Context: an optimization exercise on an open-source flow, tuned for a short achievable clock period, few clock cycles per item and low power. The choices shown serve that exercise and are no tape-out recipe. Where RTL was checked, it was by simulation tests only, not by an equivalence proof against the original. Function not checked in run 1: the RTL went through the layout flow alone.

==> flow/design.v (outline; a module is shown in full before it is edited, if it fits) <==
// module PID_controller: 1579 lines
// module pid_fa: 4 lines
// module pid_ha: 4 lines
module PID_controller #(
    parameter W = 16,
    parameter signed MAX_VAL = 32767,
    parameter signed MIN_VAL = -32768
)(
    input logic clk,
    input logic reset_n,
    input  logic signed [W-1:0] s_axi_tdata,
    input  logic s_axi_tvalid,
    output logic s_axi_tready,
    input  logic signed [W-1:0] Kp, Ki, Kd,
    input  logic signed [W-1:0] setpoint,
    output logic [W-1:0] m_axi_tdata,
    output logic m_axi_tvalid,
    input  logic m_axi_tready
);
  // ...
==> flow/run.sh <==
#!/bin/bash
# synth_recipe.tcl (not shown) runs the flow's synth.tcl, then flattens the netlist and writes it again
# the make line also repeats each setting of config.mk as NAME=value (left out here)
make -C /OpenROAD-flow-scripts/flow DESIGN_CONFIG=/design/flow/config.mk WORK_HOME=/design/flow/orfs CLKGATE_MAP_FILE= SYNTH_SCRIPT=/design/flow/synth_recipe.tcl finish
==> flow/config.mk <==
export PLATFORM = sky130hd
export DESIGN_NAME = PID_controller
export DESIGN_NICKNAME = PID_controller
export VERILOG_FILES = /design/flow/design.v
export SDC_FILE = /design/flow/constraint.sdc
export NUM_CORES = 4
export LEC_CHECK = 0
export CAP_MARGIN = 20
export CORE_MARGIN = 2
export CORE_UTILIZATION = 40
export SETUP_SLACK_MARGIN = 3.7
export SLEW_MARGIN = 20
export SYNTH_HIERARCHICAL = 1
export SYNTH_MINIMUM_KEEP_SIZE = 0
==> flow/constraint.sdc <==
create_clock -name core_clock -period 7.5 [get_ports {clk}]
set_input_delay 1.5000 -clock core_clock [delete_from_list [all_inputs] [get_ports {clk}]]
set_output_delay 1.5000 -clock core_clock [all_outputs]
set_load 0.01 [all_outputs]
==> insert_results.sql, run 1 <==
INSERT INTO impl_metrics (metric_group, metric, value, unit) VALUES
('run_status', 'outcome', 'finished clean', ''),
('drt', 'met3WireLength', '6.380', 'mm'),
('critical_path', 'largest_delay_share_family_worst_path', 'simple AND/OR/NAND/NOR gates', ''),
('sta', 'finalHoldViolations', '0', ''),
('yosys', 'top_ff_cell_synth', 'sky130_fd_sc_hd__edfxtp_1', ''),
('place', 'placement.setup.worst_slack', '2.839', 'ns'),
('drt', 'route.detailed.drc', '0', ''),
('cells_and_area', 'fillerInstances', '9052', ''),
('yosys', 'synth.most_common_cell', 'sky130_fd_sc_hd__xnor2_1', ''),
('critical_path', 'number_of_gates_on_the_worst_path_with_buffers_counted', '15', ''),
('worst_hold_path', 'min-delay-start', 'dC[0]', ''),
('cells_and_area', 'sh_seq_area', '31.12', '%'),
('yosys', 'ys_seq_area_share', '34.58', '%'),
('clocking', 'cts-htree-levels', '2', ''),
('critical_path', 'timing.rr.end', 'm_axi_tdata[11]', ''),
('global_route', 'grt_pass1_wl', '156.4', 'mm'),
('cells_and_area', 'non_clock_buffer_share_of_cell_area', '3.633', '%'),
('cells_and_area', 'n_all_inverters', '178', ''),
('sta', 'min_tclk_post_route', '3.855', 'ns'),
('yosys', 'synth_top_family_by_area', 'adder cells', ''),
('sta', 'setup_viol', '0', ''),
('yosys', 'area_fraction_in_and_or_nand_and_nor_cells_after_synthesis', '4.951', '%'),
('yosys', 'synth.avg_cell_area', '11.76', 'um2'),
('floorplanning', 'top_level_ports', '102', ''),
('cells_and_area', 'clock_buffers', '68', ''),
('drt', 'm1WireLength', '44.68', 'mm'),
('worst_hold_path', 'holdCritPathClass', 'reg -> reg', ''),
('clocking', 'clock_sink_count', '492', ''),
('yosys', 'synth-seq-cells', '492', ''),
('sta', 'final.setup.tns', '0', 'ns'),
('critical_path', 'worstSetupEndpoint', 'm_axi_tdata[11]', ''),
('global_route', 'globalRoute.busiestLayer', 'met2', ''),
('drt', 'detail_route.first_pass.iterations', '6', ''),
('critical_path', 'critical-path-max-stage-delay', '0.64', 'ns'),
('job', 'drv_cap', '0', ''),
('sta', 'grt_setup_unrepaired', 'yes', ''),
('global_route', 'grt_util_all_layers', '19.76', '%'),
('sta', 'final_max_slew_viol_count', '0', '');
==> run 2: changes to the inputs <==
--- a/flow/design.v
+++ b/flow/design.v
@@ -1548,17 +1548,17 @@
   wire [15:0] out_new = in_range ? s_lo : (s_neg ? 16'h8000 : 16'h7fff);
   wire [33:0] acc_inc = acc + ib;
   wire fire = adv & vC;
   always_ff @(posedge clk or negedge reset_n) begin
     if (!reset_n) acc <= '0;
     else if (fire & not_sat) acc <= acc_inc;
   end
   wire pop = vo & m_axi_tready;
-  wire vs_next = vs ? ~pop : (fire & vo & ~pop);
+  wire vs_next = vo & ~pop & (vs | fire);
   always_ff @(posedge clk or negedge reset_n) begin
     if (!reset_n) begin
       vo <= 1'b0;
       vs <= 1'b0;
       rdy <= 1'b1;
     end else begin
       vs <= vs_next;
       rdy <= ~vs_next;
==> flow/config.mk (replaced) <==
export PLATFORM = sky130hd
export DESIGN_NAME = PID_controller
export DESIGN_NICKNAME = PID_controller
export VERILOG_FILES = /design/flow/design.v
export SDC_FILE = /design/flow/constraint.sdc
export NUM_CORES = 4
export LEC_CHECK = 0
export CAP_MARGIN = 20
export CORE_MARGIN = 2
export CORE_UTILIZATION = 40
export CTS_CLUSTER_DIAMETER = 80
export CTS_CLUSTER_SIZE = 30
export SETUP_SLACK_MARGIN = 3.7
export SLEW_MARGIN = 20
export SYNTH_HIERARCHICAL = 1
export SYNTH_MINIMUM_KEEP_SIZE = 0
==> insert_results.sql, run 2 <==
INSERT INTO impl_metrics (metric_group, metric, value, unit) VALUES
('clocking', 'cts_made_buffers', '36', ''),
('floorplanning', 'floorplan.initialDensity', '40.27', '%'),
('critical_path', 'critical_path_peak_fanout', '3', ''),
('cells_and_area', 'most_common_cell_after_layout_fill_and_taps_aside', 'sky130_fd_sc_hd__xnor2_1', ''),
('floorplanning', 'top_level_ports', '102', ''),
('place', 'detailedPlacementHpwl', '72.79', 'mm'),
('drt', 'initialDrtViolationCount', '2425', ''),
('clocking', 'cts-htree-levels', '2', ''),
('sta', 'min_tclk_post_route', '3.781', 'ns'),
('place', 'number_of_buffers_added_on_ports', '101', ''),
('clocking', 'root_buffer', 'sky130_fd_sc_hd__clkbuf_16', ''),
('global_route', 'antenna_found_initial', '6', ''),
('floorplanning', 'design.die.area', '101300', 'um2'),
('drt', 'routed_via_density', '5.486', ''),
('critical_path', 'data_arrival_critical_path', '4.24', 'ns'),
('sta', 'grt_setup_unrepaired', 'yes', ''),
('global_route', 'globalRouteMet1Util', '28.48', '%'),
('place', 'postPlaceCellArea', '41590', 'um2'),
('global_route', 'globalRoute.busiestLayer', 'met2', ''),
('sta', 'timing.clock.skew', '0.03903', 'ns'),
('critical_path', 'critical_path.endpoint_type', 'flop', ''),
('cells_and_area', 'multiInputGateArea', '24730', 'um2'),
('floorplanning', 'cell_row_count', '115', ''),
('worst_hold_path', 'holdCritPathClass', 'reg -> reg', ''),
('clocking', 'clock_sink_count', '492', ''),
('critical_path', 'crit_type', 'in -> reg', ''),
('critical_path', 'timing.rr.end', 'm_axi_tdata[9]', ''),
('cells_and_area', 'final_layout_size_suffix_gt1_share', '7.776', '%'),
('global_route', 'grt_start_max_net_pins', '124', ''),
('yosys', 'ys_seq_area_share', '34.63', '%'),
('global_route', 'grt_pass1_wl', '156.0', 'mm'),
('sta', 'worst_hold_slack', '0.4245', 'ns'),
('yosys', 'yosys.area.top_type', 'sky130_fd_sc_hd__edfxtp_1', ''),
('cells_and_area', 'final_nets', '4118', ''),
('cells_and_area', 'final_design_area_no_fill', '43850', 'um2'),
('sta', 'finalHoldViolations', '0', ''),
('drt', 'route.detailed.drc', '0', ''),
('worst_hold_path', 'holdPathStages', '0', ''),
('critical_path', 'timing.rr.start', 'acc[25]', ''),
('yosys', 'synth.avg_cell_area', '11.70', 'um2'),
('cells_and_area', 'fillerInstances', '9043', ''),
('clocking', 'clock_insertion_delay_worst_skew', '0.62', 'ns'),
('clocking', 'clockBufferDepth', '3', ''),
('yosys', 'synth-seq-cells', '492', ''),
('sta', 'final.setup.tns', '0', 'ns'),
('critical_path', 'largest_delay_share_family_worst_path', 'compound AO/OA/AOI/OAI gates', ''),
('clocking', 'clock_tree_from_tritoncts', 'done', ''),
('drt', 'wire_per_inst', '21.40', 'um'),
('global_route', 'via_count_of_the_first_global_routing_pass', '25900', ''),
('cells_and_area', 'area_delta_synth_final', '10.97', '%'),
('drt', 'ant_nets', '0', ''),
('sta', 'fmax', '264.5', 'MHz'),
('floorplanning', 'die_h', '318.3', 'um'),
('critical_path', 'path_buf_inv', '2', ''),
('critical_path', 'critical-path-max-stage-delay', '0.56', 'ns'),
('yosys', 'synth-edff-count', '346', ''),
('critical_path', 'worst_r2r_path_depth', '13', ''),
('clocking', 'cts_hold_repair.buffers', '0', ''),
('critical_path', 'register_to_register_setup_slack', '3.73', 'ns'),
('sta', 'tightestPinTransition', '1.074', 'ns'),
('yosys', 'post_synth_cell_types', '75', ''),
('yosys', 'synth-warning-count', '7', ''),
('cells_and_area', 'final_cell_mix', '510 x sky130_fd_sc_hd__xnor2_1, 428 x sky130_fd_sc_hd__fa_1, 384 x sky130_fd_sc_hd__a22oi_1', ''),
('job', 'drv_cap', '0', ''),
('critical_path', 'critPathLaunchType', 'input pin', ''),
('yosys', 'synth.top_cells.by_area', 'sky130_fd_sc_hd__edfxtp_1 26%, sky130_fd_sc_hd__fa_1 22%, sky130_fd_sc_hd__xnor2_1 11%', ''),
('cells_and_area', 'regArea', '13720', 'um2'),
('yosys', 'postSynthCellCount', '3378', ''),
('worst_hold_path', 'min-delay-start', 'dC[0]', ''),
('yosys', 'synth.most_common_cell', 'sky130_fd_sc_hd__xnor2_1', ''),
('yosys', 'synth-async-reset-ratio', '15.04', '%'),
('yosys', 'syn-cell-area', '39510', 'um2'),
('place', 'finalWeightedCongestion', '0.8951', ''),
('yosys', 'synth_largest_type_area_fraction', '26.29', '%'),
('floorplanning', 'core_region', '98130', 'um2'),
('critical_path', 'cell_occurring_most_often_along_the_worst_timing_path', 'sky130_fd_sc_hd__o21ai_2', ''),
('drt', 'dr_total_vias', '25690', ''),
('run_status', 'outcome', 'finished clean', ''),
('critical_path', 'critical_path.startpoint', 's_axi_tdata[2]', ''),
('floorplanning', 'die_w', '318.3', 'um'),
('critical_path', 'crit_chain', 'clkdlybuf4s50_1 > inv_1 > ha_4 > o21a_1 > o21ai_2 > a31oi_2 > o41ai_2 > o21ai_2 > or4_4 > a31oi_4 > xor2_1 > o21ai_1', ''),
('global_route', 'grt_util_all_layers', '19.63', '%'),
('worst_hold_path', 'timing.hold.worst_endpoint', 'pdy[0]', ''),
('sta', 'period_share', '50.41', '%'),
('yosys', 'top_ff_cell_synth', 'sky130_fd_sc_hd__edfxtp_1', ''),
('yosys', 'synth_common_cells', '512 x sky130_fd_sc_hd__xnor2_1, 431 x sky130_fd_sc_hd__fa_1, 384 x sky130_fd_sc_hd__a22oi_1, 346 x sky130_fd_sc_hd__edfxtp_1, 236 x sky130_fd_sc_hd__ha_1', ''),
('sta', 'setup_viol', '0', ''),
('cells_and_area', 'final_core_occ', '44.68', '%'),
('clocking', 'clk_pin_slew_worst_paths', '0.08', 'ns'),
('drt', 'totalWireLength', '100.2', 'mm'),
('global_route', 'groute.layer.met2.usage', '31.26', '%'),
('global_route', 'global_route.usage.met3', '2.487', '%'),
('sta', 'worst_case_headroom_to_the_max_slew_limit', '28.29', '%'),
('drt', 'detail_route.first_pass.iterations', '8', ''),
('critical_path', 'worst-endpoint-required', '7.96', 'ns'),
('sta', 'final_max_slew_viol_count', '0', ''),
('global_route', 'gr-total-overflow', '0', ''),
('critical_path', 'crit_path_top_delay_cell', 'sky130_fd_sc_hd__or4_4', '');
## run 2: changes by cell type after synthesis, sizes merged, moves of 8 or more
cell	change
mux2	-9
and3	-10
o21ai	+15
inv	-8
nor2	+19
nand2	-10
## run 2: final cells by class
cell class	count	share of cell area, %
timing repair buffer	189	4.060
multi-input combinational	2477	56.39
sequential	492	31.29
antenna	1	0.005707
tap	1287	3.672
clock buffer	40	2.137
inverter	171	1.481
clock inverter	26	0.9616
## run 2: what timing repair did
item	CTS	global route
resized for setup	28	90
cloned	1	2
pin swaps	13	22
setup buffers	33	12
setup endpoints to repair	109	106
## run 2: Yosys stat by module (local to each module, per instance)
module / cells / times used
PID_controller: 2900 / 1
pid_fa: 1 / 405
pid_ha: 1 / 73
## run 2: cells by family (layout without fill, tap and decap cells)
| logic type | after synthesis | after routing | share of synthesized area [%] |
|---|---|---|---|
| adder cells (fa/ha/maj) | 667 | 667 | 29.31 |
| XOR/XNOR | 591 | 591 | 13.10 |
| multiplexers | 16 | 16 | 0.4718 |
| buffers and inverters | 435 | 426 | 4.135 |
| other | 1 | 27 | 0.009490 |
| AO/OA/AOI/OAI | 757 | 757 | 13.12 |
| flip-flops | 492 | 492 | 34.63 |
| AND/OR/NAND/NOR | 419 | 420 | 5.228 |
## run 2: how the worst max path moves through the flow
stage	end	cells past startpoint
after floorplan	m_axi_tdata[15]	11
after global placement	m_axi_tdata[1]	11
after detailed placement	m_axi_tdata[3]	11
after CTS	iC[24]	8
after global routing	m_axi_tdata[15]	11
final	e1[15]	12
## run 2: worst reg2reg max path, delay by kind of cell (launching register included)
family / cells / cell delay [ns]
buf+inv: 2 / 0.22
fa+ha+maj: 3 / 1.19
flops: 1 / 0.46
compound gates: 1 / 0.10
simple gates: 5 / 1.12
mux: 2 / 0.44
## run 2: per-stage QoR
| stage | instances | setup slack, ns |
|---|---|---|
| floorplan | 3403 | 3.707 |
| CTS | 4668 | 3.702 |
| finish | 4683 | 3.719 |
| global placement | 4566 | 2.655 |
| global route | 4682 | 3.568 |
| detailed placement | 4568 | 2.493 |
## run 2: metal layers
| metal | routed length, um | vias up |
|---|---|---|
| met2 | 46450 | 903 |
| met4 | 2329 | 4 |
| met5 | 27 | - |
| met1 | 45390 | 12930 |
| met3 | 6027 | 142 |
| li1 | - | 11720 |
Testbench counts of run 2, summed over its fixed seeds: cycles 2,432, items 2,400.
==> run 3: changes to the inputs <==
--- a/flow/config.mk
+++ b/flow/config.mk
@@ -10,4 +10,2 @@
 export CORE_UTILIZATION = 40
-export CTS_CLUSTER_DIAMETER = 80
-export CTS_CLUSTER_SIZE = 30
 export SETUP_SLACK_MARGIN = 3.7
==> insert_results.sql, run 3 <==
INSERT INTO impl_metrics (metric_group, metric, value, unit) VALUES
('run_status', 'outcome', 'finished clean', ''),
('yosys', 'synth_common_cells', '512 x sky130_fd_sc_hd__xnor2_1, 431 x sky130_fd_sc_hd__fa_1, 384 x sky130_fd_sc_hd__a22oi_1, 346 x sky130_fd_sc_hd__edfxtp_1, 236 x sky130_fd_sc_hd__ha_1', ''),
('critical_path', 'timing.rr.end', 'm_axi_tdata[4]', ''),
('floorplanning', 'die_h', '318.3', 'um'),
('cells_and_area', 'final_nets', '4127', ''),
('floorplanning', 'cell_row_count', '115', ''),
('clocking', 'clock_insertion_delay_worst_skew', '0.67', 'ns'),
('yosys', 'synth.top_cells.by_area', 'sky130_fd_sc_hd__edfxtp_1 26%, sky130_fd_sc_hd__fa_1 22%, sky130_fd_sc_hd__xnor2_1 11%', ''),
('floorplanning', 'design.die.area', '101300', 'um2'),
('yosys', 'synth_top_family_by_area', 'adder cells', ''),
('floorplanning', 'die_w', '318.3', 'um'),
('worst_hold_path', 'min-delay-start', 'dC[0]', ''),
('sta', 'timing.clock.skew', '0.03580', 'ns'),
('global_route', 'gr-total-overflow', '0', ''),
('worst_hold_path', 'holdPathStages', '0', ''),
('yosys', 'synth_adder_area_share', '29.31', '%'),
('yosys', 'synth-warning-count', '7', ''),
('sta', 'finalHoldViolations', '0', ''),
('critical_path', 'critical_path.endpoint_type', 'flop', ''),
('critical_path', 'critical_path_peak_fanout', '2', ''),
('clocking', 'clock_tree_from_tritoncts', 'done', ''),
('floorplanning', 'core_region', '98130', 'um2'),
('critical_path', 'worst_r2r_path_depth', '14', ''),
('place', 'placement.setup.worst_slack', '2.493', 'ns'),
('place', 'numPlacedInstances', '4568', ''),
('sta', 'worst_case_headroom_to_the_max_slew_limit', '28.82', '%'),
('critical_path', 'worst-endpoint-required', '8.02', 'ns'),
('clocking', 'root_buffer', 'sky130_fd_sc_hd__clkbuf_16', ''),
('sta', 'final.setup.tns', '0', 'ns'),
('cells_and_area', 'layout.cells.non_filler', '4712', ''),
('drt', 'detail_route.first_pass.iterations', '6', ''),
('critical_path', 'data_arrival_critical_path', '4.33', 'ns'),
('critical_path', 'crit_type', 'in -> reg', ''),
('critical_path', 'timing.rr.start', 'acc[7]', ''),
('place', 'postPlaceCellArea', '41590', 'um2'),
('sta', 'grt_setup_unrepaired', 'yes', ''),
('global_route', 'grt_start_max_net_pins', '124', ''),
('clocking', 'clock_sink_count', '492', ''),
('sta', 'fmax', '262.2', 'MHz'),
('global_route', 'via_count_of_the_first_global_routing_pass', '26050', ''),
('cells_and_area', 'most_common_cell_after_layout_fill_and_taps_aside', 'sky130_fd_sc_hd__xnor2_1', ''),
('clocking', 'clk_pin_slew_worst_paths', '0.06', 'ns'),
('drt', 'ant_nets', '0', ''),
('yosys', 'synth-edff-count', '346', ''),
('yosys', 'synth_compound_area_share', '13.12', '%'),
('cells_and_area', 'final_layout_size_suffix_gt1_share', '8.528', '%'),
('worst_hold_path', 'holdCritPathClass', 'reg -> reg', ''),
('cells_and_area', 'final_cell_mix', '510 x sky130_fd_sc_hd__xnor2_1, 425 x sky130_fd_sc_hd__fa_1, 384 x sky130_fd_sc_hd__a22oi_1', ''),
('critical_path', 'register_to_register_setup_slack', '3.72', 'ns'),
('floorplanning', 'floorplan.initialDensity', '40.27', '%'),
('critical_path', 'critPathLaunchType', 'input pin', ''),
('yosys', 'synthMuxAreaShare', '0.4718', '%'),
('yosys', 'postSynthCellCount', '3378', ''),
('place', 'detailedPlacementHpwl', '72.79', 'mm'),
('place', 'number_of_buffers_added_on_ports', '101', ''),
('drt', 'totalWireLength', '100.5', 'mm'),
('drt', 'wire_per_inst', '21.32', 'um'),
('yosys', 'area_fraction_in_and_or_nand_and_nor_cells_after_synthesis', '5.228', '%'),
('global_route', 'grt_util_all_layers', '19.75', '%'),
('cells_and_area', 'final_design_area_no_fill', '44290', 'um2'),
('yosys', 'synth-async-reset-ratio', '15.04', '%'),
('floorplanning', 'top_level_ports', '102', ''),
('yosys', 'synth_largest_type_area_fraction', '26.29', '%'),
('yosys', 'ys_seq_area_share', '34.63', '%'),
('yosys', 'yosys.area.top_type', 'sky130_fd_sc_hd__edfxtp_1', ''),
('clocking', 'cts_hold_repair.buffers', '0', ''),
('yosys', 'top_ff_cell_synth', 'sky130_fd_sc_hd__edfxtp_1', ''),
('drt', 'initialDrtViolationCount', '2396', ''),
('clocking', 'cts_made_buffers', '57', ''),
('sta', 'min_tclk_post_route', '3.813', 'ns'),
('cells_and_area', 'fillerInstances', '9028', ''),
('drt', 'routed_via_density', '5.463', ''),
('sta', 'tightestPinTransition', '1.066', 'ns'),
('global_route', 'grt_pass1_wl', '156.5', 'mm'),
('yosys', 'synth.avg_cell_area', '11.70', 'um2'),
('sta', 'period_share', '50.85', '%'),
('place', 'finalWeightedCongestion', '0.8951', ''),
('yosys', 'synth-seq-cells', '492', ''),
('yosys', 'synth.most_common_cell', 'sky130_fd_sc_hd__xnor2_1', ''),
('yosys', 'syn-cell-area', '39510', 'um2'),
('yosys', 'synth-xor-area-share', '13.10', '%'),
('cells_and_area', 'multiInputGateArea', '24640', 'um2'),
('sta', 'final_max_slew_viol_count', '0', ''),
('cells_and_area', 'regArea', '13720', 'um2'),
('cells_and_area', 'area_delta_synth_final', '12.07', '%'),
('cells_and_area', 'final_core_occ', '45.13', '%'),
('yosys', 'post_synth_cell_types', '75', ''),
('clocking', 'clockBufferDepth', '3', ''),
('worst_hold_path', 'timing.hold.worst_endpoint', 'pdy[0]', ''),
('job', 'drv_cap', '0', ''),
('sta', 'setup_viol', '0', ''),
('global_route', 'antenna_found_initial', '6', ''),
('sta', 'timing.final.ws_setup', '3.687', 'ns'),
('clocking', 'cts-htree-levels', '2', ''),
('drt', 'route.detailed.drc', '0', ''),
('drt', 'dr_total_vias', '25740', '');
run 3: cell counts after synthesis:
No cell type changed its count.
run 3: kinds of logic (layout without fill, tap and decap cells):
group,Yosys count,after routing
DFF,492,492
and+or+nand+nor,419,420
other,1,27
buffers and inverters,435,455
AOI/OAI and AO/OA,757,757
adders and majority gates,667,667
muxes,16,16
xor gates and xnor gates,591,591
run 3: how the worst max path moves through the flow:
stage | from | to | slack, ns | cells past startpoint
floorplan | acc[3] | m_axi_tdata[15] | 3.71 | 11
global placement | acc[3] | m_axi_tdata[1] | 2.65 | 11
detailed placement | acc[3] | m_axi_tdata[3] | 2.49 | 11
CTS | acc[7] | m_axi_tdata[4] | 3.70 | 14
global route | setpoint[0] | e1[14] | 3.56 | 14
finish | setpoint[0] | e1[14] | 3.69 | 14
run 3: worst max-delay path, stage by stage:
cell and delay, ns:
sky130_fd_sc_hd__clkdlybuf4s50_1 0.46, sky130_fd_sc_hd__inv_1 0.04, sky130_fd_sc_hd__ha_1 0.20, sky130_fd_sc_hd__fa_1 0.41, sky130_fd_sc_hd__nor2b_2 0.17, sky130_fd_sc_hd__o21ai_1 0.10
sky130_fd_sc_hd__a21boi_1 0.21, sky130_fd_sc_hd__o21ai_1 0.10, sky130_fd_sc_hd__a211o_1 0.32, sky130_fd_sc_hd__o311a_1 0.36, sky130_fd_sc_hd__a21oi_2 0.14, sky130_fd_sc_hd__a21oi_1 0.11
sky130_fd_sc_hd__xnor2_1 0.14, sky130_fd_sc_hd__o21ai_1 0.07
run 3: modules after synthesis (local to each module, per instance):
module          flops+latches  area (um2)
PID_controller            492       30490
pid_ha                      0       12.51
pid_fa                      0       20.02
run 3: area by class of cell:
class                           instances  share of cell area (%)
Antenna cell                            1                0.005651
Timing Repair Buffer                  177                   3.752
Clock inverter                         38                  0.9832
Multi-Input combinational cell       2477                   55.64
Sequential cell                       492                   30.99
Tap cell                             1287                   3.636
Clock buffer                           69                   3.532
Inverter                              171                   1.466
run 3: layer usage:
metal	GRT usage (%)	up-vias	share of wire, %
li1	-	11770	-
met1	28.30	12910	45
met2	31.24	911	46
met3	2.697	149	6.3
met4	5.814	6	2.4
met5	0	-	0.040
run 3: stage by stage:
step           hold slack, ns
2_1_floorplan          0.4003
3_3_place_gp           0.4127
3_5_place_dp           0.4045
4_1_cts                0.4139
5_1_grt                0.4340
6_report               0.4146
run 3: timing repair:
item / in CTS / in global routing
setup buffers: 13 / 21
gates resized for setup: 17 / 88
gates cloned: 1 / 1
pin swaps: 12 / 17
setup endpoints to repair: 111 / 110
==> run 4: changes to the inputs <==
--- a/flow/config.mk
+++ b/flow/config.mk
@@ -10,2 +10,5 @@
 export CORE_UTILIZATION = 40
+export CTS_CLUSTER_DIAMETER = 60
+export CTS_CLUSTER_SIZE = 20
+export PLACE_DENSITY = 0.75
 export SETUP_SLACK_MARGIN = 3.7
==> insert_results.sql, run 4 <==
INSERT INTO impl_metrics (metric_group, metric, value, unit) VALUES
('run_status', 'outcome', 'finished clean', ''),
('floorplanning', 'floorplan.initialDensity', '40.27', '%'),
('yosys', 'synth.most_common_cell', 'sky130_fd_sc_hd__xnor2_1', ''),
('drt', 'detail_route.first_pass.iterations', '8', ''),
('cells_and_area', 'final_design_area_no_fill', '44020', 'um2'),
('place', 'placement.setup.worst_slack', '2.684', 'ns'),
('drt', 'dr_total_vias', '26390', ''),
('yosys', 'ys_seq_area_share', '34.63', '%'),
('critical_path', 'timing.rr.end', 'm_axi_tdata[8]', ''),
('clocking', 'clockBufferDepth', '3', ''),
('sta', 'tightestPinTransition', '1.075', 'ns'),
('worst_hold_path', 'timing.hold.worst_endpoint', 'pdy[0]', ''),
('global_route', 'grt_pass1_wl', '153.6', 'mm'),
('job', 'drv_cap', '0', ''),
('global_route', 'gr-total-overflow', '0', ''),
('sta', 'grt_setup_unrepaired', 'yes', ''),
('yosys', 'top_ff_cell_synth', 'sky130_fd_sc_hd__edfxtp_1', ''),
('clocking', 'cts-htree-levels', '2', ''),
('critical_path', 'critical_path_peak_fanout', '7', ''),
('worst_hold_path', 'holdPathStages', '0', ''),
('worst_hold_path', 'holdCritPathClass', 'reg -> reg', ''),
('cells_and_area', 'most_common_cell_after_layout_fill_and_taps_aside', 'sky130_fd_sc_hd__xnor2_1', ''),
('place', 'postPlaceCellArea', '41520', 'um2'),
('cells_and_area', 'fillerInstances', '8765', ''),
('global_route', 'grt_start_max_net_pins', '148', ''),
('floorplanning', 'die_w', '318.3', 'um'),
('floorplanning', 'die_h', '318.3', 'um'),
('global_route', 'via_count_of_the_first_global_routing_pass', '27680', ''),
('critical_path', 'critPathLaunchType', 'flop', ''),
('cells_and_area', 'final_nets', '4122', ''),
('yosys', 'synth.top_cells.by_area', 'sky130_fd_sc_hd__edfxtp_1 26%, sky130_fd_sc_hd__fa_1 22%, sky130_fd_sc_hd__xnor2_1 11%', ''),
('critical_path', 'worst_r2r_path_depth', '13', ''),
('cells_and_area', 'layout.cells.non_filler', '4692', ''),
('floorplanning', 'cell_row_count', '115', ''),
('clocking', 'clock_insertion_delay_worst_skew', '0.63', 'ns'),
('yosys', 'synth.avg_cell_area', '11.70', 'um2'),
('yosys', 'synth-seq-cells', '492', ''),
('sta', 'period_share', '51.92', '%'),
('cells_and_area', 'area_delta_synth_final', '11.41', '%'),
('yosys', 'post_synth_cell_types', '75', ''),
('drt', 'totalWireLength', '96.96', 'mm'),
('sta', 'final_max_slew_viol_count', '0', ''),
('clocking', 'clock_tree_from_tritoncts', 'done', ''),
('clocking', 'cts_made_buffers', '42', ''),
('cells_and_area', 'antenna_cells_inserted', '0', ''),
('critical_path', 'crit_type', 'reg -> reg', ''),
('clocking', 'root_buffer', 'sky130_fd_sc_hd__clkbuf_16', ''),
('floorplanning', 'top_level_ports', '102', ''),
('yosys', 'yosys.area.top_type', 'sky130_fd_sc_hd__edfxtp_1', ''),
('sta', 'fmax', '256.8', 'MHz'),
('place', 'number_of_buffers_added_on_ports', '101', ''),
('sta', 'worst_case_headroom_to_the_max_slew_limit', '28.34', '%'),
('yosys', 'synth-async-reset-ratio', '15.04', '%'),
('global_route', 'grt_util_all_layers', '19.02', '%'),
('sta', 'final.setup.tns', '0', 'ns'),
('worst_hold_path', 'min-delay-start', 'dC[0]', ''),
('cells_and_area', 'final_layout_size_suffix_gt1_share', '8.722', '%'),
('drt', 'route.detailed.drc', '0', ''),
('place', 'finalWeightedCongestion', '0.8721', ''),
('yosys', 'synth_largest_type_area_fraction', '26.29', '%'),
('yosys', 'synth-warning-count', '7', ''),
('sta', 'setup_viol', '0', ''),
('floorplanning', 'core_region', '98130', 'um2'),
('yosys', 'synth-edff-count', '346', ''),
('yosys', 'postSynthCellCount', '3378', ''),
('drt', 'wire_per_inst', '20.66', 'um'),
('yosys', 'syn-cell-area', '39510', 'um2'),
('cells_and_area', 'final_cell_mix', '512 x sky130_fd_sc_hd__xnor2_1, 425 x sky130_fd_sc_hd__fa_1, 384 x sky130_fd_sc_hd__a22oi_1', ''),
('critical_path', 'data_arrival_critical_path', '4.25', 'ns'),
('drt', 'routed_via_density', '5.623', ''),
('critical_path', 'register_to_register_setup_slack', '3.61', 'ns'),
('place', 'numPlacedInstances', '4562', ''),
('floorplanning', 'design.die.area', '101300', 'um2'),
('sta', 'timing.final.ws_setup', '3.606', 'ns'),
('cells_and_area', 'regArea', '13730', 'um2'),
('sta', 'finalHoldViolations', '0', ''),
('critical_path', 'timing.rr.start', 'acc[3]', ''),
('drt', 'initialDrtViolationCount', '2867', ''),
('sta', 'min_tclk_post_route', '3.894', 'ns'),
('cells_and_area', 'multiInputGateArea', '24760', 'um2'),
('global_route', 'antenna_found_initial', '1', ''),
('clocking', 'clock_sink_count', '492', ''),
('yosys', 'synth_common_cells', '512 x sky130_fd_sc_hd__xnor2_1, 431 x sky130_fd_sc_hd__fa_1, 384 x sky130_fd_sc_hd__a22oi_1, 346 x sky130_fd_sc_hd__edfxtp_1, 236 x sky130_fd_sc_hd__ha_1', ''),
('drt', 'ant_nets', '0', ''),
('place', 'detailedPlacementHpwl', '68.67', 'mm'),
('clocking', 'clk_pin_slew_worst_paths', '0.09', 'ns'),
('sta', 'timing.clock.skew', '0.03868', 'ns'),
('critical_path', 'critical_path.endpoint_type', 'flop', ''),
('critical_path', 'critical_path.startpoint', 'acc[3]', ''),
('critical_path', 'worst-endpoint-required', '7.85', 'ns');
run 4: cell counts after synthesis:
No cell type changed its count.
run 4: layout make-up:
type	instances	share of cell area [%]
multi-input combinational	2477	56.25
sequential	492	31.18
timing repair buffer	187	4.107
tap	1287	3.658
clock buffer	48	2.461
inverter	171	1.481
clock inverter	30	0.8612
run 4: timing repair:
action,in CTS,in global routing
setup buffers,29,18
endpoints found under the setup margin,69,79
gates resized for setup,49,92
hold buffers,0,0
cloned,2,2
pin swaps,21,23
run 4: kinds of logic (layout without fill, tap and decap cells):
family          Yosys count  after routing  synth area share, %
compound gates          757            757                13.12
fa+ha+maj               667            667                29.31
xor+xnor                591            591                13.10
flops                   492            492                34.63
buf+inv                 435            436                4.135
simple gates            419            420                5.228
mux                      16             16               0.4718
other cells               1             26             0.009490
run 4: through the flow:
step | hold WS, ns | util [%]
3_3_place_gp | 0.4058 | 42.31
3_5_place_dp | 0.4335 | 42.31
2_1_floorplan | 0.4003 | -
4_1_cts | 0.4531 | 44.28
5_1_grt | 0.4601 | 44.86
6_report | 0.4439 | 44.86
run 4: critical path: stages, from the launching register on:
cell	delay, ns
sky130_fd_sc_hd__dfrtp_1	0.41
sky130_fd_sc_hd__fa_1	0.53
sky130_fd_sc_hd__ha_2	0.21
sky130_fd_sc_hd__fa_2	0.35
sky130_fd_sc_hd__nand4b_1	0.34
sky130_fd_sc_hd__a311oi_4	0.39
sky130_fd_sc_hd__o21ai_2	0.14
sky130_fd_sc_hd__xor2_4	0.19
sky130_fd_sc_hd__mux2i_4	0.22
sky130_fd_sc_hd__buf_6	0.14
sky130_fd_sc_hd__buf_4	0.13
sky130_fd_sc_hd__nand3_4	0.16
sky130_fd_sc_hd__o21ai_1	0.12
sky130_fd_sc_hd__mux2_2	0.27
run 4: per-layer routing:
| metal | vias to the layer above | routed length [um] | GRT usage [%] |
|---|---|---|---|
| met1 | 13280 | 39500 | 24.91 |
| met5 | - | 0 | 0 |
| met3 | 226 | 7126 | 2.951 |
| met2 | 1124 | 46400 | 31.66 |
| li1 | 11760 | - | - |
| met4 | 0 | 3931 | 7.509 |
run 4: worst max path at each step:
stage	slack [ns]	end
3_5_place_dp	2.68	m_axi_tdata[9]
4_1_cts	3.64	m_axi_tdata[9]
5_1_grt	3.46	m_axi_tdata[8]
6_report	3.61	m_axi_tdata[8]
3_3_place_gp	2.86	m_axi_tdata[5]
2_1_floorplan	3.71	m_axi_tdata[15]
run 4: modules after synthesis, one instance, submodules excluded:
module          cells inside  cell area (um2)  flip-flops and latches
PID_controller          2900            30490                     492
pid_fa                     1            20.02                       0
pid_ha                     1            12.51                       0
==> run 5: changes to the inputs <==
--- a/flow/config.mk
+++ b/flow/config.mk
@@ -12,4 +12,3 @@
 export CTS_CLUSTER_SIZE = 20
-export PLACE_DENSITY = 0.75
-export SETUP_SLACK_MARGIN = 3.7
+export SETUP_SLACK_MARGIN = 4.0
 export SLEW_MARGIN = 20
==> insert_results.sql, run 5 <==
INSERT INTO impl_metrics (metric_group, metric, value, unit) VALUES
('yosys', 'ys_seq_area_share', '34.63', '%'),
('worst_hold_path', 'holdCritPathClass', 'reg -> reg', ''),
('sta', 'timing.clock.skew', '0.03237', 'ns'),
('global_route', 'grt_start_max_net_pins', '111', ''),
('run_status', 'outcome', 'finished clean', ''),
('sta', 'final.setup.tns', '0', 'ns'),
('critical_path', 'timing.rr.end', 'acc[32]', ''),
('clocking', 'clockBufferDepth', '3', ''),
('clocking', 'cts-htree-levels', '2', ''),
('drt', 'dr_total_vias', '25970', ''),
('sta', 'worst_case_headroom_to_the_max_slew_limit', '38.00', '%'),
('floorplanning', 'die_h', '318.3', 'um'),
('clocking', 'clk_pin_slew_worst_paths', '0.07', 'ns'),
('cells_and_area', 'fillerInstances', '8960', ''),
('worst_hold_path', 'holdPathStages', '0', ''),
('drt', 'initialDrtViolationCount', '2207', ''),
('worst_hold_path', 'timing.hold.worst_endpoint', 'pdy[0]', ''),
('drt', 'routed_via_density', '5.464', ''),
('yosys', 'postSynthCellCount', '3378', ''),
('sta', 'finalHoldViolations', '0', ''),
('global_route', 'antenna_found_initial', '1', ''),
('cells_and_area', 'most_common_cell_after_layout_fill_and_taps_aside', 'sky130_fd_sc_hd__xnor2_1', ''),
('critical_path', 'worst-endpoint-required', '8.02', 'ns'),
('drt', 'totalWireLength', '103.5', 'mm'),
('clocking', 'root_buffer', 'sky130_fd_sc_hd__clkbuf_16', ''),
('drt', 'detail_route.first_pass.iterations', '7', ''),
('yosys', 'synth-warning-count', '7', ''),
('sta', 'worst_hold_slack', '0.4255', 'ns'),
('cells_and_area', 'final_nets', '4175', '');
## run 5: cell counts after synthesis
No cell type changed its count.
## run 5: final cells by class
cell class | count | area, um2 | share of cell area [%]
Antenna cell | 1 | 2.502 | 0.005544
Clock buffer | 52 | 1237 | 2.741
Clock inverter | 39 | 464.2 | 1.028
Inverter | 171 | 671.9 | 1.488
Multi-Input combinational cell | 2476 | 24760 | 54.85
Sequential cell | 492 | 13820 | 30.61
Tap cell | 1287 | 1610 | 3.567
Timing Repair Buffer | 234 | 2579 | 5.713
## run 5: per-stage QoR
stage | util [%] | instance area (um2)
floorplan | - | 39730
global placement | 42.45 | 41660
detailed placement | 42.45 | 41660
CTS | 45.47 | 44620
global route | 46.00 | 45140
finish | 46.00 | 45140
## run 5: worst max-delay path by stage
stage / end / slack (ns) / cells after the start
finish: acc[32] / 3.69 / 14
global route: m_axi_tdata[5] / 3.59 / 11
CTS: m_axi_tdata[6] / 3.61 / 15
detailed placement: e1[15] / 2.84 / 13
global placement: e1[15] / 2.87 / 13
floorplan: e1[15] / 3.82 / 12
## run 5: timing repair
item	CTS	global route
cloned	7	0
endpoints found under the setup margin	160	209
gates resized for setup	180	74
pin swaps	49	29
setup buffers	60	25
hold endpoints to repair	0	0
## run 5: routing by layer
layer	global-route usage, %	up-vias	routed length, um	part of all wire (%)
met5	0	-	0	0
met3	3.110	163	7030	6.8
met2	31.65	958	46770	45
met4	6.182	0	3547	3.4
li1	-	11880	-	-
met1	29.30	12960	46110	45
## run 5: kinds of logic (layout without fill, tap and decap cells)
kind of cell | Yosys count | in the layout | synth area share (%)
buf+inv | 435 | 496 | 4.135
flops | 492 | 492 | 34.63
compound gates | 757 | 757 | 13.12
other cells | 1 | 27 | 0.009490
xor+xnor | 591 | 591 | 13.10
mux | 16 | 16 | 0.4718
simple gates | 419 | 419 | 5.228
fa+ha+maj | 667 | 667 | 29.31
## run 5: critical path: cells and delay by family (launching register included)
family | cells | cell delay, ns
xor gates and xnor gates | 1 | 0.19
buffers and inverters | 4 | 0.53
adders and majority gates | 3 | 1.09
muxes | 1 | 0.29
and+or+nand+nor | 2 | 0.50
AOI/OAI and AO/OA | 3 | 0.69
DFF | 1 | 0.40
## run 5: modules after synthesis (local to each module, per instance)
module          cells inside  flops+latches  area (um2)
pid_ha                     1              0       12.51
PID_controller          2900            492       30490
pid_fa                     1              0       20.02

-- re-timing with driven ports --
In the flow no input, the clock included, has a driving cell. The finished layouts below were timed again as built, in two steps. Step 1 (the two cells are an assumption about what drives the block):
set clk [get_ports {clk}]
set_driving_cell -lib_cell sky130_fd_sc_hd__clkbuf_16 $clk
set_driving_cell -lib_cell sky130_fd_sc_hd__buf_2 [delete_from_list [all_inputs] $clk]
Step 2 moves the port delays by t, midway between the first and last clock arrival at a register: inputs arrive t later, outputs are due t later. That takes back most of the time a late clock gives input paths. a / b / c = ideal ports / drivers / drivers and shift; a / b = the first two.
run	t, ns	slack for setup (ns)	hold WS [ns]	slew at the worst register clock pin (ns)	worst slew at a driven data input, ns
run 1	0.695	3.645 / 3.645 / 3.159	0.421 / 0.421 / 0.421	0.07 / 0.07	0.07
run 2	0.668	3.719 / 3.733 / 3.101	0.425 / 0.425 / 0.425	0.11 / 0.11	0.08
run 3	0.721	3.687 / 3.724 / 3.013	0.415 / 0.415 / 0.415	0.07 / 0.07	0.09
run 4	0.678	3.606 / 3.606 / 3.039	0.444 / 0.444 / 0.444	0.09 / 0.09	0.07
run 5	0.702	3.695 / 3.695 / 3.418	0.425 / 0.425 / 0.425	0.08 / 0.08	0.08
After both steps setup and hold are still met in every run listed. For run 3, which loses most, drivers alone change the setup slack by +0.037 ns; drivers and shift together by -0.674 ns.
